Background: an optimization exercise with open tools, aiming at small area and few clock cycles. Do not read the settings as production practice.
Function was checked by simulation only, so behaviour that the tests miss may differ from the original.
Power figures rest on the tool's default switching activity, not on a simulated workload.

==> flow/design.v (outline; a module is shown in full before it is edited, if it fits) <==
// module lm32_adder: 43 lines
// module lm32_addsub: 21 lines
// module lm32_logic_op: 18 lines
// module lm32_decoder: 244 lines
// module lm32_interrupt: 154 lines
// module lm32_load_store_unit: 280 lines
// module lm32_instruction_unit: 228 lines
// module lm32_cpu: 925 lines
// module lm32_wb: 59 lines
module lm32_wb (
    input         clk_i,
    input         rst_i,
    input  [31:0] interrupt,
    input  [31:0] I_DAT_I,
    input         I_ACK_I,
    output [31:0] I_ADR_O,
    output        I_CYC_O,
    output        I_STB_O,
    input  [31:0] D_DAT_I,
    input         D_ACK_I,
    output [31:0] D_DAT_O,
    output [31:0] D_ADR_O,
    output        D_CYC_O,
    output [3:0]  D_SEL_O,
    output        D_STB_O,
    output        D_WE_O
);
  // ...
==> flow/run.sh <==
#!/bin/bash
# synth_recipe.tcl (not shown) runs the flow's synth.tcl, then flattens the netlist and writes it again
# the make line also repeats each setting of config.mk as NAME=value (left out here)
make -C /OpenROAD-flow-scripts/flow DESIGN_CONFIG=/design/flow/config.mk WORK_HOME=/design/flow/orfs CLKGATE_MAP_FILE= SYNTH_SCRIPT=/design/flow/synth_recipe.tcl finish
==> flow/config.mk <==
export PLATFORM = sky130hd
export DESIGN_NAME = lm32_wb
export DESIGN_NICKNAME = lm32_wb
export VERILOG_FILES = /design/flow/design.v
export SDC_FILE = /design/flow/constraint.sdc
export NUM_CORES = 4
export LEC_CHECK = 0
export CAP_MARGIN = 20
export CORE_MARGIN = 2
export CORE_UTILIZATION = 45
export PLACE_DENSITY = 0.6
export SLEW_MARGIN = 20
==> flow/constraint.sdc <==
create_clock -name core_clock -period 10.0 [get_ports {clk_i}]
set_input_delay 2.0000 -clock core_clock [delete_from_list [all_inputs] [get_ports {clk_i}]]
set_output_delay 2.0000 -clock core_clock [all_outputs]
set_load 0.01 [all_outputs]
==> reports/metrics.cfg, run 1 <==
[status]
run_status=no timing/DRC/antenna violations

[synthesis]
muxShareOfSynthArea=0.1909
synth_common_cells=nor2_1 (1502), nand2_1 (1135), edfxtp_1 (1024)
ys_types=92
yosys.area.top_type=edfxtp_1
synth.ff_latch_count=1798
synth_most_common_cell=nor2_1
synth_xor_area_frac=0.01163

[place]
placed_area_mm2=0.09694
port_buffers=202
gp_congestion=1.028

[drt]
wl_met2_mm=167.4
met1_length_mm=127.2

[critical_path]
cp_max_fo=74
cp-start-kind=register
endpoint=cpu.operand_1_x[14]
cpLargestDelayFamily=compound AO/OA/AOI/OAI gates
critPathCaptureType=register

[power]
p_leak_nw=34.34
power.group.top=registers
clkPwrFrac=0.407
netSwitchingPower_mw=4.959
p_seq_mw=8.44

[cells_and_area]
inv_count=165
diodes=4
seq_cells=1798
non_clock_buffer_area_share=0.03521
final_util=0.5060
largest_reg_flops=1024

[die]
die-area_mm2=0.2094
core-area_mm2=0.2046

[global_routing]
grt_pass1_vias=70260
antenna_found_initial=13
grt-busiest-layer=met2
grtUsageMet1=0.4056

[timing]
worstMarginPinSlew_ps=1227
post-route-period-util=0.5406
finalSetupViolCount=0
slew_violations=0

[clock_network]
cts_buffers=191
cts_tree=yes
h-tree-depth=4

[hold_path]
min_from=cpu.valid_f

==> module lm32_wb, before the edit <==
module lm32_wb (
    input         clk_i,
    input         rst_i,
    input  [31:0] interrupt,
    input  [31:0] I_DAT_I,
    input         I_ACK_I,
    output [31:0] I_ADR_O,
    output        I_CYC_O,
    output        I_STB_O,
    input  [31:0] D_DAT_I,
    input         D_ACK_I,
    output [31:0] D_DAT_O,
    output [31:0] D_ADR_O,
    output        D_CYC_O,
    output [3:0]  D_SEL_O,
    output        D_STB_O,
    output        D_WE_O
);
wire [31:0] i_dat_o_unused;
wire [3:0]  i_sel_o_unused;
wire        i_we_o_unused;
wire [2:0]  i_cti_o_unused;
wire        i_lock_o_unused;
wire [1:0]  i_bte_o_unused;
wire [2:0]  d_cti_o_unused;
wire        d_lock_o_unused;
wire [1:0]  d_bte_o_unused;
lm32_cpu cpu (
    .clk_i     (clk_i),
    .rst_i     (rst_i),
    .interrupt (interrupt),
    .I_DAT_I   (I_DAT_I),
    .I_ACK_I   (I_ACK_I),
    .I_ERR_I   (1'b0),
    .I_RTY_I   (1'b0),
    .D_DAT_I   (D_DAT_I),
    .D_ACK_I   (D_ACK_I),
    .D_ERR_I   (1'b0),
    .D_RTY_I   (1'b0),
    .I_DAT_O   (i_dat_o_unused),
    .I_ADR_O   (I_ADR_O),
    .I_CYC_O   (I_CYC_O),
    .I_SEL_O   (i_sel_o_unused),
    .I_STB_O   (I_STB_O),
    .I_WE_O    (i_we_o_unused),
    .I_CTI_O   (i_cti_o_unused),
    .I_LOCK_O  (i_lock_o_unused),
    .I_BTE_O   (i_bte_o_unused),
    .D_DAT_O   (D_DAT_O),
    .D_ADR_O   (D_ADR_O),
    .D_CYC_O   (D_CYC_O),
    .D_SEL_O   (D_SEL_O),
    .D_STB_O   (D_STB_O),
    .D_WE_O    (D_WE_O),
    .D_CTI_O   (d_cti_o_unused),
    .D_LOCK_O  (d_lock_o_unused),
    .D_BTE_O   (d_bte_o_unused)
);
endmodule
==> run 2: changes to the inputs <==
==> flow/design.v (replaced) <==
module lm32_wb (
    input         clk_i,
    input         rst_i,
    input  [31:0] interrupt,
    input  [31:0] I_DAT_I,
    input         I_ACK_I,
    output [31:0] I_ADR_O,
    output        I_CYC_O,
    output        I_STB_O,
    input  [31:0] D_DAT_I,
    input         D_ACK_I,
    output [31:0] D_DAT_O,
    output [31:0] D_ADR_O,
    output        D_CYC_O,
    output [3:0]  D_SEL_O,
    output        D_STB_O,
    output        D_WE_O
);
reg         e1;          
reg         e2;          
reg         d_pend;      
reg  [31:2] pc;          
reg  [31:0] ir;
reg  [31:0] opa;         
reg  [31:2] adr_h;       
reg  [3:0]  sel_h;
reg         ie, eie;
reg  [31:0] im, ip;
reg  [31:8] eba;
reg  [31:0] rf [1:31];
wire [5:0] op  = ir[31:26];
wire [4:0] op5 = ir[30:26];
wire op_b      = op == 6'b110000;
wire op_bi     = op == 6'b111000;
wire op_call   = op == 6'b110110;
wire op_calli  = op == 6'b111110;
wire op_bcond  = (op[5:3] == 3'b010) && (op[2:0] != 3'b000) && (op[2:0] != 3'b110);
wire op_scall  = (op == 6'b101011) && ir[2];
wire op_rcsr   = op == 6'b100100;
wire op_wcsr   = op == 6'b110100;
wire op_sub    = op == 6'b110010;
wire op_andhi  = op == 6'b011000;
wire op_orhi   = op == 6'b011110;
wire op_and    = op5 == 5'b01000;
wire op_nor    = op5 == 5'b00001;
wire op_or     = op5 == 5'b01110;
wire op_xor    = op5 == 5'b00110;
wire op_xnor   = op5 == 5'b01001;
wire op_cmpgeu = op5 == 5'b11100;
wire op_cmpgu  = op5 == 5'b11101;
wire op_shift  = (op5 == 5'b00101) || (op5 == 5'b00000);
wire op_cmp    = (op5 == 5'b11001) || (op5 == 5'b11010) || (op5 == 5'b11011) ||
                 op_cmpgeu || op_cmpgu || (op5 == 5'b11111);
wire op_logic  = op_and || op_nor || op_or || op_xor || op_xnor || op_andhi || op_orhi;
wire op_load   = (op == 6'b000100) || (op == 6'b010000) || (op == 6'b000111) ||
                 (op == 6'b001011) || (op == 6'b001010);
wire op_store  = (op == 6'b001100) || (op == 6'b000011) || (op == 6'b010110);
wire call      = op_call || op_calli;
wire reg_tgt   = op_b || op_call;           
wire eret      = op_b && (ir[25:21] == 5'd30);
wire rb_zero   = ir[20:16] == 5'd0;
wire bc_rr     = op_bcond && !rb_zero;      
wire [1:0] size = ir[27:26];                
wire [5:0]  iop    = I_DAT_I[31:26];
wire        i_rd_a = (iop == 6'b000100) || (iop == 6'b010000) || (iop == 6'b000111) ||
                     (iop == 6'b001011) || (iop == 6'b001010) ||
                     (iop == 6'b110000) || (iop == 6'b110110) ||
                     ((iop[5:3] == 3'b010) && (iop[2:0] != 3'b000) && (iop[2:0] != 3'b110) &&
                      (I_DAT_I[20:16] == 5'd0));
wire [4:0]  i_ra   = i_rd_a ? I_DAT_I[25:21] : I_DAT_I[20:16];
reg  [31:1] rsel;
integer q;
always @(posedge clk_i)
    for (q = 1; q < 32; q = q + 1)
        if (acc)
            rsel[q] <= i_ra == q;
        else if (e1 && e1_go)
            rsel[q] <= ir[25:21] == q;
reg  [31:0] rfq;
always @(*) begin
    rfq = 32'd0;
    for (q = 1; q < 32; q = q + 1)
        rfq = rfq | ({32{rsel[q]}} & rf[q]);
end
wire int_take = e1 && ie && (|(ip & im));
wire exc      = int_take || op_scall;       
wire        sext_imm = !(op_and || op_cmpgeu || op_cmpgu || op_nor || op_or || op_xnor || op_xor);
wire [31:0] imm      = (op_andhi || op_orhi) ? {ir[15:0], 16'h0000}
                                             : {{16{sext_imm & ir[15]}}, ir[15:0]};
wire        use_imm  = !ir[31] && !op_bcond;
wire [31:0] opb      = use_imm ? imm : opa;
wire [31:0] sum      = rfq + (op_sub ? ~opb : opb) + {31'd0, op_sub};
wire        eq       = rfq == opb;
wire        ge_lo    = rfq[30:0] >= opb[30:0];
wire        same_msb = rfq[31] == opb[31];
wire        ge_u     = (rfq[31] && !opb[31]) || (same_msb && ge_lo);
wire        ge_s     = (!rfq[31] && opb[31]) || (same_msb && ge_lo);
reg cond;
always @(*) begin
    case (ir[28:26])
    3'b001:  cond = eq;
    3'b111:  cond = !eq;
    3'b010:  cond = ge_s && !eq;
    3'b011:  cond = ge_s;
    3'b101:  cond = ge_u && !eq;
    3'b100:  cond = ge_u;
    default: cond = 1'b1;
    endcase
end
wire rz = rfq == 32'd0;
reg cond_z;
always @(*) begin
    case (ir[28:26])
    3'b001:  cond_z = rz;
    3'b111:  cond_z = !rz;
    3'b010:  cond_z = !rz && !rfq[31];
    3'b011:  cond_z = !rfq[31];
    3'b101:  cond_z = !rz;
    default: cond_z = 1'b1;
    endcase
end
reg [31:0] logic_r;
integer k;
always @(*)
    for (k = 0; k < 32; k = k + 1)
        logic_r[k] = ir[26 + {opb[k], rfq[k]}];
wire [31:0] shr = {rfq[31] & ir[28], rfq[31:1]};
reg [31:0] csr;
always @(*) begin
    case (ir[23:21])
    3'd0:    csr = {30'd0, eie, ie};
    3'd1:    csr = im;
    3'd2:    csr = ip;
    3'd6:    csr = 32'h0802_0000;
    default: csr = {eba, 8'h00};
    endcase
end
wire [31:0] result = op_rcsr  ? csr :
                     op_shift ? shr :
                     op_logic ? logic_r :
                     op_cmp   ? {31'd0, cond} :
                                sum;
wire [31:2] seq  = pc + 30'd1;
wire [31:2] boff = ir[31] ? {{4{ir[25]}}, ir[25:0]} : {{14{ir[15]}}, ir[15:0]};
wire [31:2] btgt = pc + boff;
reg [31:2] npc1;                              
always @(*) begin
    if (int_take)
        npc1 = {eba, 6'b110000};
    else if (op_scall)
        npc1 = {eba, 6'b111000};
    else if (reg_tgt)
        npc1 = rfq[31:2];
    else if (op_bi || op_calli || (op_bcond && cond_z))
        npc1 = btgt;
    else
        npc1 = seq;
end
wire [31:2] npc2 = cond ? btgt : seq;         
wire [1:0] boff2 = sum[1:0];
reg  [3:0] sel;
always @(*) begin
    case (size)
    2'b10:   sel = 4'b1111;
    2'b11:   sel = boff2[1] ? 4'b0011 : 4'b1100;
    default: sel = 4'b1000 >> boff2;
    endcase
end
wire [31:0] st_data = (size == 2'b00) ? {4{rfq[7:0]}} :
                      (size == 2'b11) ? {2{rfq[15:0]}} : rfq;
wire        ld_word = size == 2'b10;
wire        ld_half = size == 2'b11;
wire [15:0] ld_h    = boff2[1] ? D_DAT_I[15:0] : D_DAT_I[31:16];
wire [7:0]  ld_b    = boff2[0] ? ld_h[7:0] : ld_h[15:8];
wire        ld_sign = ir[28] & (ld_half ? ld_h[15] : ld_b[7]);
wire [31:0] ld_data;
assign ld_data[7:0]   = (ld_word || ld_half) ? D_DAT_I[7:0] & {8{ld_word}} | ld_h[7:0] & {8{ld_half}} : ld_b;
assign ld_data[15:8]  = ld_word ? D_DAT_I[15:8] : ld_half ? ld_h[15:8] : {8{ld_sign}};
assign ld_data[31:16] = ld_word ? D_DAT_I[31:16] : {16{ld_sign}};
wire e1_go  = !(d_pend && (!D_ACK_I || (op_load && !int_take)));
wire ld_req = op_load && ((e1 && !int_take && !d_pend) || e2);
wire st_req = op_store && e2;
wire e2_go  = !(op_load && !D_ACK_I);
assign D_CYC_O = d_pend || ld_req || st_req;
assign D_STB_O = D_CYC_O;
assign D_WE_O  = d_pend || st_req;
assign D_SEL_O = d_pend ? sel_h : sel;
assign D_ADR_O = {d_pend ? adr_h : sum[31:2], 2'b00};
assign D_DAT_O = opa;
wire wait_f = !e1 && !e2;
wire acc    = I_ACK_I && (wait_f || (e2 && e2_go));
assign I_CYC_O = e1 ? (e1_go && !(bc_rr && !int_take)) : 1'b1;
assign I_STB_O = I_CYC_O;
assign I_ADR_O = {e1 ? npc1 : (e2 && bc_rr) ? npc2 : pc, 2'b00};
wire        we1   = e1 && e1_go && (exc || call);
wire        we2   = e2 && (op_load ? D_ACK_I :
                          !(op_bcond || op_b || op_bi || call || op_scall || op_store || op_wcsr));
wire [4:0]  widx  = e1 ? (exc ? 5'd30 : 5'd29) : (ir[31] ? ir[15:11] : ir[20:16]);
wire [31:0] wdata = e1 ? {exc ? pc : seq, 2'b00} : op_load ? ld_data : result;
integer r;
always @(posedge clk_i)
    for (r = 1; r < 32; r = r + 1)
        if ((we1 || we2) && widx == r)
            rf[r] <= wdata;
always @(posedge clk_i) begin
    if (acc)
        ir <= I_DAT_I;
    if (e1 && e1_go)
        opa <= op_store ? st_data : rfq;
    if (st_req) begin
        adr_h <= sum[31:2];
        sel_h <= sel;
    end
end
always @(posedge clk_i) begin
    if (rst_i) begin
        e1     <= 1'b0;
        e2     <= 1'b0;
        d_pend <= 1'b0;
        pc     <= 30'd0;
    end else begin
        if (e1) begin
            if (e1_go) begin
                e1 <= 1'b0;
                e2 <= !int_take;
                if (!(bc_rr && !int_take))
                    pc <= npc1;
            end
        end else begin
            if (e2 && e2_go) begin
                e2 <= 1'b0;
                if (bc_rr)
                    pc <= npc2;
            end
            e1 <= acc;
        end
        if (st_req)
            d_pend <= 1'b1;
        else if (D_ACK_I)
            d_pend <= 1'b0;
    end
end
wire csr_we = e2 && op_wcsr;
wire [2:0] csr_idx = ir[23:21];
always @(posedge clk_i) begin
    if (rst_i) begin
        ie  <= 1'b0;
        eie <= 1'b0;
        im  <= 32'd0;
        ip  <= 32'd0;
        eba <= 24'd0;
    end else begin
        if (csr_we && csr_idx == 3'd2)
            ip <= (ip | interrupt) & ~opa;
        else
            ip <= ip | interrupt;
        if (e1 && e1_go && exc) begin
            eie <= ie;
            ie  <= 1'b0;
        end else if (e1 && e1_go && eret)
            ie <= eie;
        else if (csr_we && csr_idx == 3'd0) begin
            ie  <= opa[0];
            eie <= opa[1];
        end
        if (csr_we && csr_idx == 3'd1)
            im <= opa;
        if (csr_we && csr_idx == 3'd7)
            eba <= opa[31:8];
    end
end
endmodule
--- a/flow/config.mk
+++ b/flow/config.mk
@@ -9,4 +9,5 @@
 export CORE_MARGIN = 2
-export CORE_UTILIZATION = 45
-export PLACE_DENSITY = 0.6
+export CORE_UTILIZATION = 60
+export CTS_BUF_LIST = sky130_fd_sc_hd__clkbuf_8
+export PLACE_DENSITY = 0.7
 export SLEW_MARGIN = 20
==> run 2 against run 1 <==
Maximum frequency fell by 45%. Global-route usage rose by 13 points. Synthesized cell count fell by 48%. Cell area fell by 38%. Critical path type is now reg -> out. Hold slack improved by 23 ps.
==> reports/metrics.cfg, run 2 <==
[critical_path]
critPathCaptureType=output port  ; was register
crit_type=reg -> out  ; was reg -> reg
crit_top_cell=nand3_1  ; was buf_4
cp-start-kind=register  ; unchanged
cpLargestDelayFamily=compound AO/OA/AOI/OAI gates  ; unchanged
crit_buf_inv=2  ; was 3
cp.arrival_ps=7760  ; was 6130 ps
critPathMaxStageDelay_ps=940  ; was 770 ps
cp.required_ps=8000  ; was 10730 ps
path_cells=buf_12 -> a22o_1 -> a221oi_1 -> nand3_1 -> or4_1 -> ha_1 -> nand3_1 -> o21bai_1 -> nand3_1 -> a41oi_1 -> maj3_2 -> o2111ai_1 -> a41oi_1 -> or3_1 -> o21ai_0 -> a21oi_1 -> xnor2_1 -> mux2_2 -> clkdlybuf4s50_1  ; was a22oi_1 -> nand4_1 -> o41ai_2 -> buf_4 -> o211a_4 -> buf_4 -> nand2_1 -> nor2_1 -> o21a_1 -> a222oi_1 -> inv_1
cp_max_fo=19  ; was 74
crit_slowest_cell=or4_1  ; was o211a_4

[cells_and_area]
n_fill_cell=6654  ; was 18170
final_area_mm2=0.06425  ; was 0.1035 mm^2
syn_to_final_growth_pct=13.88  ; was 11.80%
final_cell_mix=edfxtp_1 (1121), a22oi_1 (424), nand2_1 (398), a21oi_1 (279), nor2_1 (243)  ; was nor2_1 (1500), nand2_1 (1092), edfxtp_1 (1024), dfxtp_1 (760), a21oi_1 (689)
final_common_cell=edfxtp_1  ; was nor2_1
largest_reg_flops=992  ; was 1024
top_register=rf  ; was cpu.registers
final_util=0.6895  ; was 0.5060
final_layout_size_suffix_gt1_frac=0.1283  ; was 0.1593
nets=4912  ; was 8584

[drt]
antenna_left=0  ; unchanged
drc=0  ; unchanged
via_count=44740  ; was 71740
drt-pass1-iter-count=8  ; unchanged
vias_per_cell=7.307  ; was 6.403
wirelength_mm=227.1  ; was 353.0 mm
drt_first_iter_violations=8828  ; was 9341
wire_per_inst_um=37.09  ; was 31.51 um

[power]
p_leak_nw=21.51  ; was 34.34 nW
power.density_mw_per_mm2=200.5  ; was 175.2 mW/mm^2
netSwitchingFraction=0.3098  ; was 0.2735
clkPwrFrac=0.304  ; was 0.407
p_int_mw=8.893  ; was 13.17 mW
seq_power_share=0.488  ; was 0.465
finalPower_mw=12.88  ; was 18.13 mW
vdd_drop_max_uv=193.4  ; was 188.3 uV
p_comb_frac=0.208  ; was 0.128
netSwitchingPower_mw=3.991  ; was 4.959 mW

[timing]
slew_headroom=0.1583  ; was 0.1731
fmax_mhz=102.5  ; was 185.0 MHz
post-route-period-util=0.9758  ; was 0.5406
worstMarginPinSlew_ps=1263  ; was 1227 ps
hold_ws_ps=470.9  ; was 447.9 ps
slew_violations=0  ; unchanged
fin_crit_ps=9758  ; was 5406 ps
finalSetupViolCount=0  ; unchanged
setup_tns_ps=0  ; unchanged
skew_ps=52.83  ; was 72.59 ps
hold_violations=0  ; unchanged

[global_routing]
grt_overflow=0  ; unchanged
grt_start_max_net_pins=77  ; was 222
grt_pass1_wl_mm=313.5  ; was 504.1 mm
grt_pass1_vias=41210  ; was 70260
track_usage=0.4622  ; was 0.3321
antenna_found_initial=13  ; unchanged

[synthesis]
synth_top_family_by_area=compound AO/OA/AOI/OAI gates  ; was multiplexers
synth_most_common_cell=edfxtp_1  ; was nor2_1
synth_warnings=2  ; was 69
synth_xor_area_frac=0.02136  ; was 0.01163
synth.top_cell.area_share=0.5967  ; was 0.3321
synth-edff-count=1121  ; was 1024
yosys.area.top_type=edfxtp_1  ; unchanged
muxShareOfSynthArea=0.03196  ; was 0.1909
synth-main-ff-cell=edfxtp_1  ; unchanged
synth.ff_latch_count=1244  ; was 1798
syn_area_mm2=0.05642  ; was 0.09260 mm^2
synthSimpleGateAreaFrac=0.08913  ; was 0.1340
yosysSeqAreaShare=0.6403  ; was 0.4994
synth_area_leaders=edfxtp_1 (60%), a22oi_1 (5.6%), dfxtp_1 (4.4%), nand2_1 (2.7%), a21oi_1 (2.5%)  ; was edfxtp_1 (33%), dfxtp_1 (17%), mux4_2 (16%), nor2_1 (6.1%), nand2_1 (4.6%)
ys_types=97  ; was 92
synth_compound_area_frac=0.1673  ; was 0.1059
syn_area_per_cell_um2=12.70  ; was 10.85 um^2
synthCells=4441  ; was 8531
synthAdderAreaFrac=0.02167  ; was 0.01811
synth_common_cells=edfxtp_1 (1121), a22oi_1 (424), nand2_1 (400)  ; was nor2_1 (1502), nand2_1 (1135), edfxtp_1 (1024)
synthArstFlopShare=0  ; unchanged

[flow_run]
cap_violations=0  ; unchanged

[die]
core-area_mm2=0.09319  ; was 0.2046 mm^2
die_height_um=310.6  ; was 457.6 um
rows=112  ; was 166
die-area_mm2=0.09650  ; was 0.2094 mm^2
start_util=0.6054  ; was 0.4526
die_w_um=310.6  ; was 457.6 um
ios=205  ; unchanged

[place]
port_buffers=200  ; was 202
hpwl_mm=147.6  ; was 240.6 mm
gp_congestion=1.110  ; was 1.028
placed_area_mm2=0.06078  ; was 0.09694 mm^2

[clock_network]
cts.root.buffer_cell=clkbuf_8  ; was clkbuf_16
cts_tree=yes  ; unchanged
cts_buffer_depth=3  ; unchanged
h-tree-depth=4  ; unchanged
cts_buffers=189  ; was 191
clk_pin_slew_ps=60  ; about the same
cts_setup_buffers=0  ; unchanged
clk_latency_ps=930  ; was 870 ps
cts.sinks=1244  ; was 1798

[hold_path]
hold_path_class=reg -> reg  ; unchanged

[status]
run_status=no timing/DRC/antenna violations  ; unchanged

==> run 2: cell count changes after synthesis, moves of 96 or more <==
| cell | delta |
|---|---|
| a211oi_1 | -96 |
| a21oi_1 | -414 |
| a22oi_1 | +364 |
| clkbuf_1 | -400 |
| dfxtp_1 | -651 |
| edfxtp_1 | +97 |
| inv_1 | -110 |
| mux2i_1 | -151 |
| mux4_2 | -650 |
| nand2_1 | -735 |
| nor2_1 | -1224 |
==> run 2: repair_timing <==
item | in CTS | in global routing
hold buffers | 0 | 0
endpoints found under the hold margin | 0 | 0
endpoints found under the setup margin | 0 | 16
gates resized for setup | 0 | 2
==> run 2: final cells by class <==
type                       count  area [um^2]  area share
clock inverter               140        714.4     0.01112
timing repair buffer         400         3679     0.05725
multi-input combinational   2826        19230      0.2993
clock buffer                 196         2698     0.04199
sequential                  1244        36130      0.5623
inverter                      57        214.0    0.003330
antenna                        6        15.01   0.0002337
tap                         1254         1569     0.02442
==> run 2: cell families (layout without fill, tap and decap cells) <==
kind of cell,Yosys count,in the layout
AND/OR/NAND/NOR,1087,1087
flip-flops,1244,1244
AO/OA/AOI/OAI,1358,1358
buffers and inverters,374,793
multiplexers,145,145
adder cells (fa/ha/maj),97,97
XOR/XNOR,135,135
other,1,10
==> run 2: stage by stage <==
step	worst slack [ps]	instances
5_1_grt	-6.630	6118
6_report	242.1	6123
3_5_place_dp	1145	5778
2_1_floorplan	2529	4444
3_3_place_gp	1329	5777
4_1_cts	159.4	6114
==> run 2: worst reg2reg max path, cell delays in order, from the launching register on <==
cell	delay, ps
edfxtp_1	800
buf_12	380
a22o_1	250
a221oi_1	260
nand3_1	130
or4_1	940
ha_1	560
nand3_1	110
o21bai_1	190
nand3_1	110
a41oi_1	220
maj3_2	400
o2111ai_1	310
a41oi_1	270
o21bai_1	190
a21oi_1	150
o41ai_1	460
xnor2_1	190
o21a_1	240
o21ai_4	620
==> run 2: path summary, 6_finish.rpt <==
check | start | to | slack, ps | cells past startpoint
setup / recovery | rsel[3] | D_ADR_O[28] | 240 | 19
hold / removal | im[2] | im[2] | 470 | 2
setup reg to reg | rsel[3] | rf[19][30] | 2820 | 19
hold reg to reg | im[2] | im[2] | 470 | 2
==> run 2: per-layer routing <==
| metal | track usage | up-vias | part of all wire |
|---|---|---|---|
| met5 | 0 | - | 0.00030 |
| met4 | 0.2584 | 10 | 0.072 |
| met3 | 0.1421 | 914 | 0.15 |
| met2 | 0.6696 | 4177 | 0.42 |
| met1 | 0.6239 | 21600 | 0.35 |
| li1 | - | 18040 | - |
==> run 2: power by group through the flow <==
| stage | Sequential, mW | Combinational, mW | Clock, mW |
|---|---|---|---|
| floorplan | 6.31 | 1.41 | 0 |
| global placement | 6.39 | 2.53 | 0 |
| detailed placement | 6.39 | 2.56 | 0 |
| CTS | 6.28 | 2.57 | 3.91 |
| global route | 6.28 | 2.78 | 4.13 |
| finish | 6.29 | 2.68 | 3.91 |
Testbench counts of run 2, summed over its fixed seeds: cycles 120,775.
==> run 3: changes to the inputs <==
--- a/flow/design.v
+++ b/flow/design.v
@@ -91,8 +91,12 @@
 wire [31:0] opb      = use_imm ? imm : opa;
-wire [31:0] sum      = rfq + (op_sub ? ~opb : opb) + {31'd0, op_sub};
-wire        eq       = rfq == opb;
-wire        ge_lo    = rfq[30:0] >= opb[30:0];
-wire        same_msb = rfq[31] == opb[31];
-wire        ge_u     = (rfq[31] && !opb[31]) || (same_msb && ge_lo);
-wire        ge_s     = (!rfq[31] && opb[31]) || (same_msb && ge_lo);
+wire        use_br   = op_bi || op_calli || (op_bcond && e1);
+wire        sub      = !use_br && (op_sub || op_cmp || op_bcond);
+wire [31:2] boff     = ir[31] ? {{4{ir[25]}}, ir[25:0]} : {{14{ir[15]}}, ir[15:0]};
+wire [31:0] add_a    = use_br ? {pc, 2'b00} : rfq;
+wire [31:0] add_b    = use_br ? {boff, 2'b00} : sub ? ~opb : opb;
+wire [32:0] sum33    = {1'b0, add_a} + {1'b0, add_b} + {32'd0, sub};
+wire [31:0] sum      = sum33[31:0];
+wire        carry    = sum33[32];
+wire        zero     = sum == 32'd0;
+wire        ovf      = (rfq[31] ^ opb[31]) && (sum[31] ^ rfq[31]);
 reg cond;
@@ -100,8 +104,8 @@
     case (ir[28:26])
-    3'b001:  cond = eq;
-    3'b111:  cond = !eq;
-    3'b010:  cond = ge_s && !eq;
-    3'b011:  cond = ge_s;
-    3'b101:  cond = ge_u && !eq;
-    3'b100:  cond = ge_u;
+    3'b001:  cond = zero;
+    3'b111:  cond = !zero;
+    3'b010:  cond = !zero && (sum[31] == ovf);
+    3'b011:  cond = sum[31] == ovf;
+    3'b101:  cond = carry && !zero;
+    3'b100:  cond = carry;
     default: cond = 1'b1;
@@ -143,4 +147,3 @@
 wire [31:2] seq  = pc + 30'd1;
-wire [31:2] boff = ir[31] ? {{4{ir[25]}}, ir[25:0]} : {{14{ir[15]}}, ir[15:0]};
-wire [31:2] btgt = pc + boff;
+wire [31:2] btgt = sum[31:2];
 reg [31:2] npc1;                              
@@ -158,3 +161,3 @@
 end
-wire [31:2] npc2 = cond ? btgt : seq;         
+wire [31:2] npc2 = cond ? adr_h : seq;        
 wire [1:0] boff2 = sum[1:0];
@@ -209,6 +212,6 @@
         opa <= op_store ? st_data : rfq;
-    if (st_req) begin
+    if (st_req || (e1 && e1_go && bc_rr))
         adr_h <= sum[31:2];
+    if (st_req)
         sel_h <= sel;
-    end
 end
==> flow/flow/run.sh (new file) <==
#!/bin/bash
# The standard layout (standard.sh, from synthesis to the routed layout),
# with one change: buffer_ports gives every input and output port a
# sky130_fd_sc_hd__buf_2 instead of the cell it picks by default
# (clkdlybuf4s50_1, a larger and slower delay buffer).
# make's full output goes to standard_flow.log here; ORFS keeps each tool's
# own log under orfs/logs/.
set -euo pipefail
export BUFFER_PORTS_ARGS="-buffer_cell sky130_fd_sc_hd__buf_2"
bash standard.sh finish > standard_flow.log 2>&1
==> flow/standard.sh (new file) <==
#!/bin/bash
# synth_recipe.tcl (not shown) runs the flow's synth.tcl, then flattens the netlist and writes it again
# the make line also repeats each setting of config.mk as NAME=value (left out here)
make -C /OpenROAD-flow-scripts/flow DESIGN_CONFIG=/design/flow/config.mk WORK_HOME=/design/flow/orfs CLKGATE_MAP_FILE= SYNTH_SCRIPT=/design/flow/synth_recipe.tcl "${@:-finish}"
--- a/flow/config.mk
+++ b/flow/config.mk
@@ -10,3 +10,5 @@
 export CORE_UTILIZATION = 60
-export CTS_BUF_LIST = sky130_fd_sc_hd__clkbuf_8
+export CTS_BUF_LIST = sky130_fd_sc_hd__clkbuf_16
+export CTS_CLUSTER_DIAMETER = 100
+export CTS_CLUSTER_SIZE = 25
 export PLACE_DENSITY = 0.7
removed: flow/run.sh
==> run 3 against run 2 <==
Highest routed layer unchanged. Cell area fell by 6.6%. Still clean on timing, DRC and antenna. Area after synthesis shrank 2.6%. First-iteration DRC count fell by 2.7%. Power down 11%. Via count down 3.2%. Combinational power fell by 5%. Final cell count shrank 7.4%. Critical path depth rose by 2.
==> reports/metrics.cfg, run 3 <==
[synthesis]
synth.ff_latch_count=1244  ; unchanged
synthArstFlopShare=0  ; unchanged
synth_most_common_cell=edfxtp_1  ; unchanged
synth_area_leaders=edfxtp_1 (61%), a22oi_1 (5.7%), dfxtp_1 (4.5%), nand2_1 (2.5%), a21oi_1 (2.3%)  ; was edfxtp_1 (60%), a22oi_1 (5.6%), dfxtp_1 (4.4%), nand2_1 (2.7%), a21oi_1 (2.5%)
synth-edff-count=1121  ; unchanged
ys_types=86  ; was 97
yosys.area.top_type=edfxtp_1  ; unchanged
synth_common_cells=edfxtp_1 (1121), a22oi_1 (417), nand2_1 (369)  ; was edfxtp_1 (1121), a22oi_1 (424), nand2_1 (400)
synthCells=4309  ; was 4441
yosysSeqAreaShare=0.6577  ; was 0.6403
syn_area_per_cell_um2=12.75  ; was 12.70 um^2
synth.top_cell.area_share=0.6128  ; was 0.5967
synth-main-ff-cell=edfxtp_1  ; unchanged
syn_area_mm2=0.05493  ; was 0.05642 mm^2
synth_warnings=2  ; unchanged

[timing]
fin_crit_ps=9781  ; was 9758 ps
slew_violations=0  ; unchanged
rsz0062_at_grt=false
slew_headroom=0.1667  ; was 0.1583
finalSetupViolCount=0  ; unchanged
fmax_mhz=102.2  ; was 102.5 MHz
worstMarginPinSlew_ps=1250  ; was 1263 ps
skew_ps=37.74  ; was 52.83 ps
hold_violations=0  ; unchanged
post-route-period-util=0.9781  ; was 0.9758
setup_tns_ps=0  ; unchanged

[flow_run]
cap_violations=0  ; unchanged

[cells_and_area]
final_util=0.6635  ; was 0.6895
n_fill_cell=6501  ; was 6654
nets=4599  ; was 4912
largest_reg_flops=992  ; unchanged
final_cell_mix=edfxtp_1 (1121), a22oi_1 (417), nand2_1 (366), nor2_1 (288), a21oi_1 (245)  ; was edfxtp_1 (1121), a22oi_1 (424), nand2_1 (398), a21oi_1 (279), nor2_1 (243)
top_register=rf  ; unchanged
syn_to_final_growth_pct=9.232  ; was 13.88%
final_layout_size_suffix_gt1_frac=0.1421  ; was 0.1283
final_common_cell=edfxtp_1  ; unchanged

[die]
ios=205  ; unchanged
start_util=0.6074  ; was 0.6054
die-area_mm2=0.09398  ; was 0.09650 mm^2
rows=110  ; was 112
die_height_um=306.6  ; was 310.6 um
die_w_um=306.6  ; was 310.6 um
core-area_mm2=0.09042  ; was 0.09319 mm^2

[critical_path]
ff2ff_path_depth=21  ; was 19
cp.required_ps=8000  ; about the same
cp-start-kind=register  ; unchanged
cp_max_fo=31  ; was 19
crit_type=reg -> out  ; unchanged
path_cells=buf_4 -> a222oi_1 -> nand3_1 -> or4_1 -> nor2_1 -> nor2_1 -> ha_1 -> o21a_1 -> a21oi_1 -> a21oi_1 -> o22ai_2 -> o211ai_2 -> a221o_1 -> nand2_1 -> a32oi_1 -> nand2_1 -> a311oi_4 -> buf_12 -> mux2i_1 -> a221oi_1 -> buf_2  ; was buf_12 -> a22o_1 -> a221oi_1 -> nand3_1 -> or4_1 -> ha_1 -> nand3_1 -> o21bai_1 -> nand3_1 -> a41oi_1 -> maj3_2 -> o2111ai_1 -> a41oi_1 -> or3_1 -> o21ai_0 -> a21oi_1 -> xnor2_1 -> mux2_2 -> clkdlybuf4s50_1
cp.arrival_ps=7780  ; was 7760 ps
crit_slowest_cell=or4_1  ; unchanged
critPathMaxStageDelay_ps=810  ; was 940 ps
critPathCaptureType=output port  ; unchanged

[power]
netSwitchingFraction=0.3112  ; was 0.3098
p_int_mw=7.857  ; was 8.893 mW
seq_power_share=0.544  ; was 0.488
finalPower_mw=11.41  ; was 12.88 mW
p_leak_nw=19.87  ; was 21.51 nW
netSwitchingPower_mw=3.550  ; was 3.991 mW
clkPwrFrac=0.232  ; was 0.304
power.density_mw_per_mm2=190.1  ; was 200.5 mW/mm^2
p_comb_frac=0.223  ; was 0.208
vdd_drop_max_uv=157.2  ; was 193.4 uV

[global_routing]
grt_start_max_net_pins=101  ; was 77
antenna_found_initial=12  ; was 13
grt_overflow=0  ; unchanged
grt_pass1_vias=39920  ; was 41210
track_usage=0.4806  ; was 0.4622
grt_pass1_wl_mm=311.9  ; was 313.5 mm

[drt]
wirelength_mm=228.1  ; was 227.1 mm
drc=0  ; unchanged
antenna_left=0  ; unchanged
via_count=43290  ; was 44740
vias_per_cell=7.635  ; was 7.307
wire_per_inst_um=40.23  ; was 37.09 um
drt_first_iter_violations=8589  ; was 8828
drt-pass1-iter-count=10  ; was 8

[clock_network]
cts_buffers=57  ; was 189
cts_tree=yes  ; unchanged
clk_latency_ps=740  ; was 930 ps
clk_pin_slew_ps=100  ; was 60 ps
cts.root.buffer_cell=clkbuf_16  ; was clkbuf_8
cts_buffer_depth=3  ; unchanged
cts.sinks=1244  ; unchanged
h-tree-depth=2  ; was 4

[status]
run_status=no timing/DRC/antenna violations  ; unchanged

[hold_path]
hold_path_depth=2  ; unchanged
hold_path_class=reg -> reg  ; unchanged

[place]
hpwl_mm=145.8  ; was 147.6 mm
port_buffers=200  ; unchanged
gp_congestion=1.083  ; was 1.110

## run 3: changes by cell type after synthesis, moves of 25 or more
cell / previous run / this run
and3_1: 38 / 12
a21o_1: 49 / 15
nor3_1: 21 / 56
o21ai_0: 173 / 130
a21oi_1: 284 / 252
ha_1: 92 / 32
nand2_1: 400 / 369
nand4_1: 87 / 62
mux2i_1: 65 / 110
xnor2_1: 83 / 37
o22ai_1: 14 / 44
nor2_1: 278 / 321
## run 3: per-stage QoR
stage	hold slack, ps	std cells	setup WS (ps)	instance area (um^2)
after floorplan	448.7	4312	1623	54940
after global placement	456.0	5575	1004	58210
after detailed placement	460.5	5578	960.9	58270
after CTS	475.7	5655	157.3	59880
after global routing	492.6	5659	13.40	59970
final	474.6	5670	218.9	60000
## run 3: cell type report
| class | count | area, um^2 | area share |
|---|---|---|---|
| Clock buffer | 57 | 1426 | 0.02377 |
| Inverter | 39 | 146.4 | 0.002440 |
| Timing Repair Buffer | 410 | 2764 | 0.04607 |
| Sequential cell | 1244 | 36130 | 0.6021 |
| Tap cell | 1176 | 1471 | 0.02452 |
| Antenna cell | 11 | 27.53 | 0.0004588 |
| Clock inverter | 20 | 186.4 | 0.003107 |
| Multi-Input combinational cell | 2713 | 17850 | 0.2975 |
## run 3: path summary, 6_finish.rpt
check | startpoint | to | slack (ps)
max | rsel[17] | I_ADR_O[7] | 220
min | im[23] | im[23] | 470
max reg2reg | rsel[17] | rf[16][0] | 2570
min reg2reg | im[23] | im[23] | 470
## run 3: per-layer routing
| layer | global-route usage | up-vias | wire length, um |
|---|---|---|---|
| met5 | 0 | - | 46 |
| met4 | 0.3536 | 6 | 20420 |
| met3 | 0.1367 | 1026 | 33020 |
| met2 | 0.7162 | 4121 | 99400 |
| met1 | 0.6041 | 20900 | 75220 |
| li1 | - | 17250 | - |
## run 3: power by group through the flow
stage          Combinational, mW  Clock (mW)  Sequential, mW
5_1_grt                     2.60        2.79            6.21
6_report                    2.55        2.65            6.21
2_1_floorplan               1.26           0            6.27
3_3_place_gp                2.35           0            6.32
3_5_place_dp                2.37           0            6.32
4_1_cts                     2.37        2.62            6.21
## run 3: what timing repair did
item,4_1_cts,5_1_grt
gates resized for setup,0,7
setup endpoints to repair,0,30
hold endpoints to repair,0,0
setup buffers,0,2
hold buffers,0,0
## run 3: cells by family (layout without fill, tap and decap cells)
kind of cell,count (synthesis),count (layout),share of synthesized area
DFF,1244,1244,0.6577
buffers and inverters,355,526,0.02638
other,1,15,0.00006827
adders and majority gates,35,35,0.008200
xor gates and xnor gates,64,64,0.01021
muxes,179,179,0.03583
and+or+nand+nor,1106,1106,0.09282
AOI/OAI and AO/OA,1325,1325,0.1688
## run 3: critical path, delay by kind of cell (launching register included)
family | cells | cell delay (ps)
adder cells (fa/ha/maj) | 1 | 440
AO/OA/AOI/OAI | 10 | 3130
flip-flops | 1 | 760
multiplexers | 1 | 150
buffers and inverters | 3 | 870
AND/OR/NAND/NOR | 6 | 1630
Testbench counts of run 3, summed over its fixed seeds: cycles 120,775.
==> run 4: changes to the inputs <==
--- a/flow/design.v
+++ b/flow/design.v
@@ -70,2 +70,4 @@
 wire [4:0]  i_ra   = i_rd_a ? I_DAT_I[25:21] : I_DAT_I[20:16];
+wire        rd_a1  = op_load || reg_tgt || (op_bcond && rb_zero);
+wire [4:0]  ra_nx  = acc ? i_ra : (e1 && !e1_go && !rd_a1) ? ir[20:16] : ir[25:21];
 reg  [31:1] rsel;
@@ -74,6 +76,3 @@
     for (q = 1; q < 32; q = q + 1)
-        if (acc)
-            rsel[q] <= i_ra == q;
-        else if (e1 && e1_go)
-            rsel[q] <= ir[25:21] == q;
+        rsel[q] <= ra_nx == q;
 reg  [31:0] rfq;
==> run 4 against run 3 <==
Largest cell class unchanged. Sequential share of layout area down 0.99 points. Non-clock buffer count increased by 47. Critical path type unchanged. Worst setup slack got worse by 0.57 ps. Critical endpoint is now I_ADR_O[15]. Sequential cell count stayed put. First-iteration DRC count increased by 5.7%. Cell area up 0.91%. Clock skew rose by 32 ps. Routed wire length is 8.6% higher. Final cell count rose by 3.8%. Synthesized cell count rose by 3.3%.
==> reports/metrics.cfg, run 4 <==
[critical_path]
cp-start-kind=register  ; unchanged
crit_type=reg -> out  ; unchanged
path_cells=a22oi_1 -> nand4_1 -> nor2_1 -> nand2_2 -> nand2_1 -> fa_1 -> inv_1 -> fa_1 -> a211oi_1 -> o21ai_2 -> a21o_1 -> o211a_1 -> or3_1 -> a21oi_1 -> xor2_1 -> inv_2 -> nor4_4 -> mux2i_1 -> or2_2 -> buf_4 -> mux2i_1 -> o211ai_1 -> buf_2  ; was buf_4 -> a222oi_1 -> nand3_1 -> or4_1 -> nor2_1 -> nor2_1 -> ha_1 -> o21a_1 -> a21oi_1 -> a21oi_1 -> o22ai_2 -> o211ai_2 -> a221o_1 -> nand2_1 -> a32oi_1 -> nand2_1 -> a311oi_4 -> buf_12 -> mux2i_1 -> a221oi_1 -> buf_2
cp.arrival_ps=7780  ; about the same
cp.required_ps=8000  ; about the same
crit_slowest_cell=dfxtp_2  ; was or4_1
cp_max_fo=20  ; was 31
critPathCaptureType=output port  ; unchanged
critPathMaxStageDelay_ps=660  ; was 810 ps

[synthesis]
synth_most_common_cell=edfxtp_1  ; unchanged
synth.top_cell.area_share=0.5985  ; was 0.6128
synthArstFlopShare=0  ; unchanged
synth.ff_latch_count=1244  ; unchanged
synth_area_leaders=edfxtp_1 (60%), a22oi_1 (5.7%), dfxtp_1 (5.6%), nand2_1 (3.4%), nor2_1 (2.8%)  ; was edfxtp_1 (61%), a22oi_1 (5.7%), dfxtp_1 (4.5%), nand2_1 (2.5%), a21oi_1 (2.3%)
synth_common_cells=edfxtp_1 (1090), nand2_1 (491), a22oi_1 (417)  ; was edfxtp_1 (1121), a22oi_1 (417), nand2_1 (369)
synth-main-ff-cell=edfxtp_1  ; unchanged
synth_compound_area_frac=0.1786  ; was 0.1688
ys_types=84  ; was 86
synth_xor_area_frac=0.01137  ; was 0.01021
synthAdderAreaFrac=0.008237  ; was 0.008200
syn_area_mm2=0.05468  ; was 0.05493 mm^2
yosysSeqAreaShare=0.6549  ; was 0.6577
synth-edff-count=1090  ; was 1121
synth_top_family_by_area=compound AO/OA/AOI/OAI gates  ; unchanged
synthSimpleGateAreaFrac=0.1004  ; was 0.09282
synthCells=4450  ; was 4309
synth_warnings=2  ; unchanged
syn_area_per_cell_um2=12.29  ; was 12.75 um^2
muxShareOfSynthArea=0.02039  ; was 0.03583
yosys.area.top_type=edfxtp_1  ; unchanged

[die]
die-area_mm2=0.09357  ; was 0.09398 mm^2
start_util=0.6066  ; was 0.6074
ios=205  ; unchanged
die_height_um=305.9  ; was 306.6 um
rows=110  ; unchanged
core-area_mm2=0.09015  ; was 0.09042 mm^2
die_w_um=305.9  ; was 306.6 um

[drt]
drc=0  ; unchanged
vias_per_cell=7.793  ; was 7.635
wirelength_mm=247.8  ; was 228.1 mm
wire_per_inst_um=42.11  ; was 40.23 um
drt_first_iter_violations=9076  ; was 8589
antenna_left=0  ; unchanged
via_count=45860  ; was 43290
drt-pass1-iter-count=10  ; unchanged

[global_routing]
grt_pass1_vias=42670  ; was 39920
grt_overflow=0  ; unchanged
antenna_found_initial=21  ; was 12
track_usage=0.5236  ; was 0.4806
grt_start_max_net_pins=94  ; was 101
grt_pass1_wl_mm=336.9  ; was 311.9 mm

[power]
power.density_mw_per_mm2=238.6  ; was 190.1 mW/mm^2
netSwitchingPower_mw=5.463  ; was 3.550 mW
p_leak_nw=20.44  ; was 19.87 nW
netSwitchingFraction=0.3781  ; was 0.3112
clkPwrFrac=0.201  ; was 0.232
p_int_mw=8.985  ; was 7.857 mW
seq_power_share=0.459  ; was 0.544
vdd_drop_max_uv=329.6  ; was 157.2 uV
p_comb_frac=0.340  ; was 0.223
finalPower_mw=14.45  ; was 11.41 mW

[timing]
post-route-period-util=0.9782  ; was 0.9781
setup_tns_ps=0  ; unchanged
worstMarginPinSlew_ps=1225  ; was 1250 ps
rsz0062_at_grt=false  ; unchanged
skew_ps=69.62  ; was 37.74 ps
finalSetupViolCount=0  ; unchanged
slew_violations=0  ; unchanged
hold_violations=0  ; unchanged
fmax_mhz=102.2  ; about the same
slew_headroom=0.1771  ; was 0.1667
fin_crit_ps=9782  ; was 9781 ps

[clock_network]
clk_latency_ps=760  ; was 740 ps
cts_buffer_depth=3  ; unchanged
cts_tree=yes  ; unchanged
h-tree-depth=2  ; unchanged
cts.root.buffer_cell=clkbuf_16  ; unchanged
clk_pin_slew_ps=100  ; about the same
cts_buffers=61  ; was 57
cts.sinks=1244  ; unchanged

[cells_and_area]
top_register=rf  ; unchanged
multi_input_area_mm2=0.01812  ; was 0.01785 mm^2
area.sequential_mm2=0.03586  ; was 0.03613 mm^2
nets=4800  ; was 4599
final_cell_mix=edfxtp_1 (1090), nand2_1 (486), a22oi_1 (417), nor2_1 (366), buf_4 (248)  ; was edfxtp_1 (1121), a22oi_1 (417), nand2_1 (366), nor2_1 (288), a21oi_1 (245)
final_common_cell=edfxtp_1  ; unchanged
final_layout_size_suffix_gt1_frac=0.1585  ; was 0.1421
n_fill_cell=6390  ; was 6501
syn_to_final_growth_pct=10.72  ; was 9.232%
largest_reg_flops=992  ; unchanged

[place]
hpwl_mm=162.7  ; was 145.8 mm
gp_congestion=1.063  ; was 1.083
port_buffers=200  ; unchanged

[flow_run]
cap_violations=0  ; unchanged

[status]
run_status=no timing/DRC/antenna violations  ; unchanged

[hold_path]
hold_path_class=reg -> reg  ; unchanged

run 4: final timing paths:
check                start          end  slack, ps  cells after the start
hold reg to reg      im[3]        im[3]        470                      2
hold / removal       im[3]        im[3]        470                      2
setup / recovery  rsel[11]  I_ADR_O[15]        220                     23
setup reg to reg  rsel[11]    rf[16][0]       2600                     22
run 4: cells by family after synthesis:
logic type      count (synthesis)
fa+ha+maj                      35
xor+xnor                       71
buf+inv                       359
simple gates                 1246
compound gates               1388
mux                           106
flops                        1244
other cells                     1
run 4: per-layer routing:
layer,vias to the layer above,track usage,share of wire
met5,-,0.003101,0.00083
met4,30,0.4303,0.10
met3,1291,0.1671,0.16
met2,4935,0.7655,0.42
met1,21790,0.6389,0.32
li1,17810,-,-
run 4: final cells by class:
cell class,instances,area share
diodes,7,0.0002893
clock buffers,62,0.02563
clock inverters,36,0.005683
inverters,51,0.003162
multi-input cells,2851,0.2993
flip-flops and latches,1244,0.5922
well taps,1176,0.02430
repair buffers,457,0.04945
run 4: what timing repair did:
action                                  CTS  global route
hold buffers                              0             0
endpoints found under the setup margin   12            30
gates resized for setup                   2            29
gates cloned                              1             0
setup buffers                             0             4
pin swaps                                 1             1
run 4: power groups by stage:
stage	registers, mW	clock network, mW	logic (mW)
2_1_floorplan	6.68	0	2.23
3_3_place_gp	6.74	0	4.47
3_5_place_dp	6.74	0	4.53
4_1_cts	6.62	2.86	4.54
5_1_grt	6.62	3.01	4.98
6_report	6.63	2.90	4.92
run 4: worst max-delay path: cells and delay by family (launching register included):
kind,cells,cell delay (ps)
simple gates,7,2030
compound gates,7,1960
fa+ha+maj,2,760
buf+inv,4,740
flops,1,660
mux,2,620
xor+xnor,1,240
run 4: metrics by stage:
stage | utilization | cells | cell area (um^2) | setup slack (ps) | hold WS [ps]
floorplan | - | 4453 | 54700 | 1961 | 448.7
global placement | 0.6469 | 5765 | 58320 | 771.4 | 455.9
detailed placement | 0.6474 | 5767 | 58370 | 682.6 | 462.3
CTS | 0.6687 | 5866 | 60280 | 3.442 | 476.8
global route | 0.6715 | 5878 | 60530 | 2.212 | 492.1
finish | 0.6716 | 5884 | 60550 | 218.3 | 474.6
Testbench counts of run 4, summed over its fixed seeds: cycles 120,775.
==> run 5: changes to the inputs <==
==> flow/flow/run.sh (replaced) <==
#!/bin/bash
# The standard layout (standard.sh, from synthesis to the routed layout),
# with one change: buffer_ports gives every input and output port a
# sky130_fd_sc_hd__buf_1 instead of the cell it picks by default
# (clkdlybuf4s50_1, a larger and slower delay buffer).
# make's full output goes to standard_flow.log here; ORFS keeps each tool's
# own log under orfs/logs/.
set -euo pipefail
export BUFFER_PORTS_ARGS="-buffer_cell sky130_fd_sc_hd__buf_1"
bash standard.sh finish > standard_flow.log 2>&1
--- a/flow/config.mk
+++ b/flow/config.mk
@@ -9,3 +9,3 @@
 export CORE_MARGIN = 2
-export CORE_UTILIZATION = 60
+export CORE_UTILIZATION = 65
 export CTS_BUF_LIST = sky130_fd_sc_hd__clkbuf_16
@@ -13,3 +13,3 @@
 export CTS_CLUSTER_SIZE = 25
-export PLACE_DENSITY = 0.7
+export PLACE_DENSITY = 0.75
 export SLEW_MARGIN = 20
==> run 5 against run 4 <==
Largest cell class unchanged. Largest power group unchanged. Sequential cell count unchanged. Combinational power down 1%. Final cell count down 1.2%. Hold slack better by 5.9 ps. Via count up 2.6%. Critical path type unchanged. Cell area down 0.40%. Global-route usage up 4.9 points. Still clean. Sequential share of layout area up 0.24 points.
==> reports/metrics.cfg, run 5 <==
[synthesis]
yosysSeqAreaShare=0.6549  ; unchanged
synth_most_common_cell=edfxtp_1  ; unchanged
synth_area_leaders=edfxtp_1 (60%), a22oi_1 (5.7%), dfxtp_1 (5.6%), nand2_1 (3.4%), nor2_1 (2.8%)  ; unchanged
synth_warnings=2  ; unchanged
synth.ff_latch_count=1244  ; unchanged
syn_area_per_cell_um2=12.29  ; unchanged
synth.top_cell.area_share=0.5985  ; unchanged
synth-main-ff-cell=edfxtp_1  ; unchanged
synth_common_cells=edfxtp_1 (1090), nand2_1 (491), a22oi_1 (417)  ; unchanged
synthArstFlopShare=0  ; unchanged
syn_area_mm2=0.05468  ; unchanged
synth-edff-count=1090  ; unchanged
ys_types=84  ; unchanged
yosys.area.top_type=edfxtp_1  ; unchanged
synthCells=4450  ; unchanged

[critical_path]
cp-start-kind=register  ; unchanged
cp.arrival_ps=7740  ; was 7780 ps
reg2reg_slack_ps=2510  ; was 2600 ps
ff2ff_path_depth=23  ; was 22
r2r-start=rsel[7]  ; was rsel[11]
cp_max_fo=22  ; was 20
cp.required_ps=8000  ; about the same
r2r_end=rf[21][0]  ; was rf[16][0]
startpoint=rsel[7]  ; was rsel[11]
critPathCaptureType=output port  ; unchanged
crit_type=reg -> out  ; unchanged

[global_routing]
grt_pass1_wl_mm=338.4  ; was 336.9 mm
grt_start_max_net_pins=99  ; was 94
grt_overflow=0  ; unchanged
antenna_found_initial=24  ; was 21
track_usage=0.5726  ; was 0.5236
grt_pass1_vias=43380  ; was 42670

[cells_and_area]
final_area_mm2=0.06030  ; was 0.06055 mm^2
top_register=rf  ; unchanged
final_util=0.7229  ; was 0.6716
final_layout_size_suffix_gt1_frac=0.1160  ; was 0.1585
final_cell_mix=edfxtp_1 (1090), nand2_1 (487), a22oi_1 (417), nor2_1 (365), buf_4 (261)  ; was edfxtp_1 (1090), nand2_1 (486), a22oi_1 (417), nor2_1 (366), buf_4 (248)
nets=4815  ; was 4800
largest_reg_flops=992  ; unchanged
final_cell_count_no_fill=5812  ; was 5884
n_fill_cell=5352  ; was 6390
final_common_cell=edfxtp_1  ; unchanged
syn_to_final_growth_pct=10.27  ; was 10.72%

[clock_network]
cts_buffer_depth=3  ; unchanged
clk_pin_slew_ps=100  ; about the same
cts_buffers=61  ; unchanged
cts.root.buffer_cell=clkbuf_16  ; unchanged
clk_latency_ps=750  ; was 760 ps
cts.sinks=1244  ; unchanged
h-tree-depth=2  ; unchanged
cts_tree=yes  ; unchanged

[place]
hpwl_mm=158.8  ; was 162.7 mm
gp_congestion=1.154  ; was 1.063
dp.cells=5686  ; was 5767
placed_area_mm2=0.05816  ; was 0.05837 mm^2
port_buffers=200  ; unchanged

[flow_run]
cap_violations=0  ; unchanged

[timing]
hold_violations=0  ; unchanged
finalSetupViolCount=0  ; unchanged
fin_crit_ps=9739  ; was 9782 ps
skew_ps=41.96  ; was 69.62 ps
worstMarginPinSlew_ps=1283  ; was 1225 ps
post-route-period-util=0.9739  ; was 0.9782
slew_headroom=0.1383  ; was 0.1771
setup_tns_ps=0  ; unchanged
rsz0062_at_grt=false  ; unchanged
slew_violations=0  ; unchanged
fmax_mhz=102.7  ; was 102.2 MHz

[power]
clkPwrFrac=0.202  ; was 0.201
p_leak_nw=19.91  ; was 20.44 nW
power.density_mw_per_mm2=239.3  ; was 238.6 mW/mm^2
seq_power_share=0.460  ; was 0.459
p_comb_frac=0.338  ; was 0.340
netSwitchingPower_mw=5.528  ; was 5.463 mW
vdd_drop_max_uv=209.4  ; was 329.6 uV
p_int_mw=8.905  ; was 8.985 mW
netSwitchingFraction=0.3830  ; was 0.3781

[status]
run_status=no timing/DRC/antenna violations  ; unchanged

[hold_path]
min_from=im[28]  ; was im[3]
hold_path_depth=2  ; unchanged
hold_path_class=reg -> reg  ; unchanged
holdPathEnd=im[28]  ; was im[3]

[die]
die_height_um=294.1  ; was 305.9 um
rows=106  ; was 110
ios=205  ; unchanged
die_w_um=294.1  ; was 305.9 um
core-area_mm2=0.08342  ; was 0.09015 mm^2
start_util=0.6555  ; was 0.6066
die-area_mm2=0.08647  ; was 0.09357 mm^2

[drt]
via_count=47070  ; was 45860
vias_per_cell=8.099  ; was 7.793
drc=0  ; unchanged
wirelength_mm=248.8  ; was 247.8 mm
drt_first_iter_violations=10080  ; was 9076
drt-pass1-iter-count=10  ; unchanged
antenna_left=0  ; unchanged
wire_per_inst_um=42.82  ; was 42.11 um

[run 5: changes by cell type in the layout (fill, tap and decap cells not counted), moves of 4 or more]
cell	delta
diode_2	+9
buf_4	+13
buf_1	+199
o21ai_1	-6
buf_12	+4
a221oi_2	-4
a221oi_1	+4
buf_2	-199
clkinv_8	+4
o21ai_0	+8
o21ai_2	-4
[run 5: cell type report]
| class | count | area [um^2] | area share |
|---|---|---|---|
| Clock buffer | 61 | 1526 | 0.02531 |
| Tap cell | 1080 | 1351 | 0.02241 |
| Antenna cell | 16 | 40.04 | 0.0006640 |
| Timing Repair Buffer | 473 | 2908 | 0.04822 |
| Multi-Input combinational cell | 2850 | 18040 | 0.2992 |
| Sequential cell | 1244 | 35860 | 0.5946 |
| Clock inverter | 37 | 389.1 | 0.006453 |
| Inverter | 51 | 191.4 | 0.003175 |
[run 5: critical path, cell delays in order, from the launching register on]
cell and delay, ps:
dfxtp_2 620, a222oi_1 600, nand3_1 150, nor2_1 380
nand2_2 290, nand2_1 170, fa_1 220, inv_1 70
fa_1 500, a211oi_1 420, o21ai_2 190, a21o_1 240
o211a_1 240, or3_1 360, a21oi_1 190, xor2_1 350
inv_2 190, nor4_4 350, a31o_4 300, or2_1 150
buf_4 310, mux2i_1 320, o211ai_1 180, buf_1 200
[run 5: cell families (layout without fill, tap and decap cells)]
family / after synthesis / count (layout) / share of synthesized area
flip-flops: 1244 / 1244 / 0.6549
XOR/XNOR: 71 / 71 / 0.01137
AND/OR/NAND/NOR: 1246 / 1246 / 0.1004
adder cells (fa/ha/maj): 35 / 35 / 0.008237
multiplexers: 106 / 106 / 0.02039
AO/OA/AOI/OAI: 1388 / 1388 / 0.1786
buffers and inverters: 359 / 622 / 0.02601
other: 1 / 20 / 0.00006857
[run 5: worst max path at each step]
stage                     slack (ps)           to
after floorplan                 1960  I_ADR_O[10]
after global placement          1080   I_ADR_O[5]
after detailed placement        1030   I_ADR_O[5]
after CTS                        240   I_ADR_O[5]
after global routing              90   I_ADR_O[5]
final                            260   I_ADR_O[5]
[run 5: per-layer routing]
| layer | part of all wire | vias up | wire length [um] | track usage |
|---|---|---|---|---|
| met2 | 0.41 | 5676 | 100900 | 0.8000 |
| met4 | 0.11 | 22 | 28560 | 0.4889 |
| met5 | 0.00085 | - | 211 | 0.004538 |
| met1 | 0.29 | 21810 | 73010 | 0.6611 |
| met3 | 0.19 | 1710 | 46180 | 0.2739 |
| li1 | - | 17850 | - | - |
[run 5: power groups by stage]
stage	clock network (mW)	logic, mW	registers (mW)
2_1_floorplan	0	2.23	6.68
3_3_place_gp	0	4.27	6.74
3_5_place_dp	0	4.34	6.74
4_1_cts	2.85	4.37	6.62
5_1_grt	3.01	4.94	6.63
6_report	2.91	4.87	6.64
[run 5: per-stage QoR]
step                worst slack [ps]  power (mW)  hold slack (ps)
finish                         260.9       14.43            480.5
global route                   91.10       14.58            505.5
CTS                            239.5       13.84            476.2
detailed placement              1026       11.08            461.6
global placement                1082       11.02            455.9
floorplan                       1961       8.907            448.7
[run 5: timing repair]
action                     4_1_cts  5_1_grt
buffers inserted                 0        8
resized for setup                0        9
setup endpoints to repair        0       29
hold buffers                     0        0

port drivers added, routing unchanged:
Ports are ideal in the flow. The routed layouts listed here were re-timed in OpenROAD. Step 1: set_driving_cell puts a clkbuf_16 on clk_i and a buf_2 on each other input, an assumption about the parent block. Step 2 moves the port delays by t, midway between the first and last clock arrival at a register: inputs arrive t later, outputs are due t later. That takes back most of the time a late clock gives input paths. Three values: ideal, step 1, step 2; two values: the first two.
run	t, ns	setup WS [ns]	worst register clock-pin slew, ns	cell pins on the clock port's net
run 1	0.922	4.594 / 4.594 / 4.555	0.07 / 0.07	1
run 2	0.976	0.242 / 0.170 / 1.145	0.07 / 0.07	1
run 3	0.791	0.219 / 0.145 / 0.936	0.11 / 0.11	1
run 4	0.801	0.218 / 0.141 / 0.943	0.11 / 0.11	1
run 5	0.806	0.261 / 0.184 / 0.990	0.11 / 0.11	1
After both steps every run listed still meets setup and hold. For run 1, which loses most, drivers alone change the setup slack by 0.000 ns; drivers and shift together by -0.039 ns.
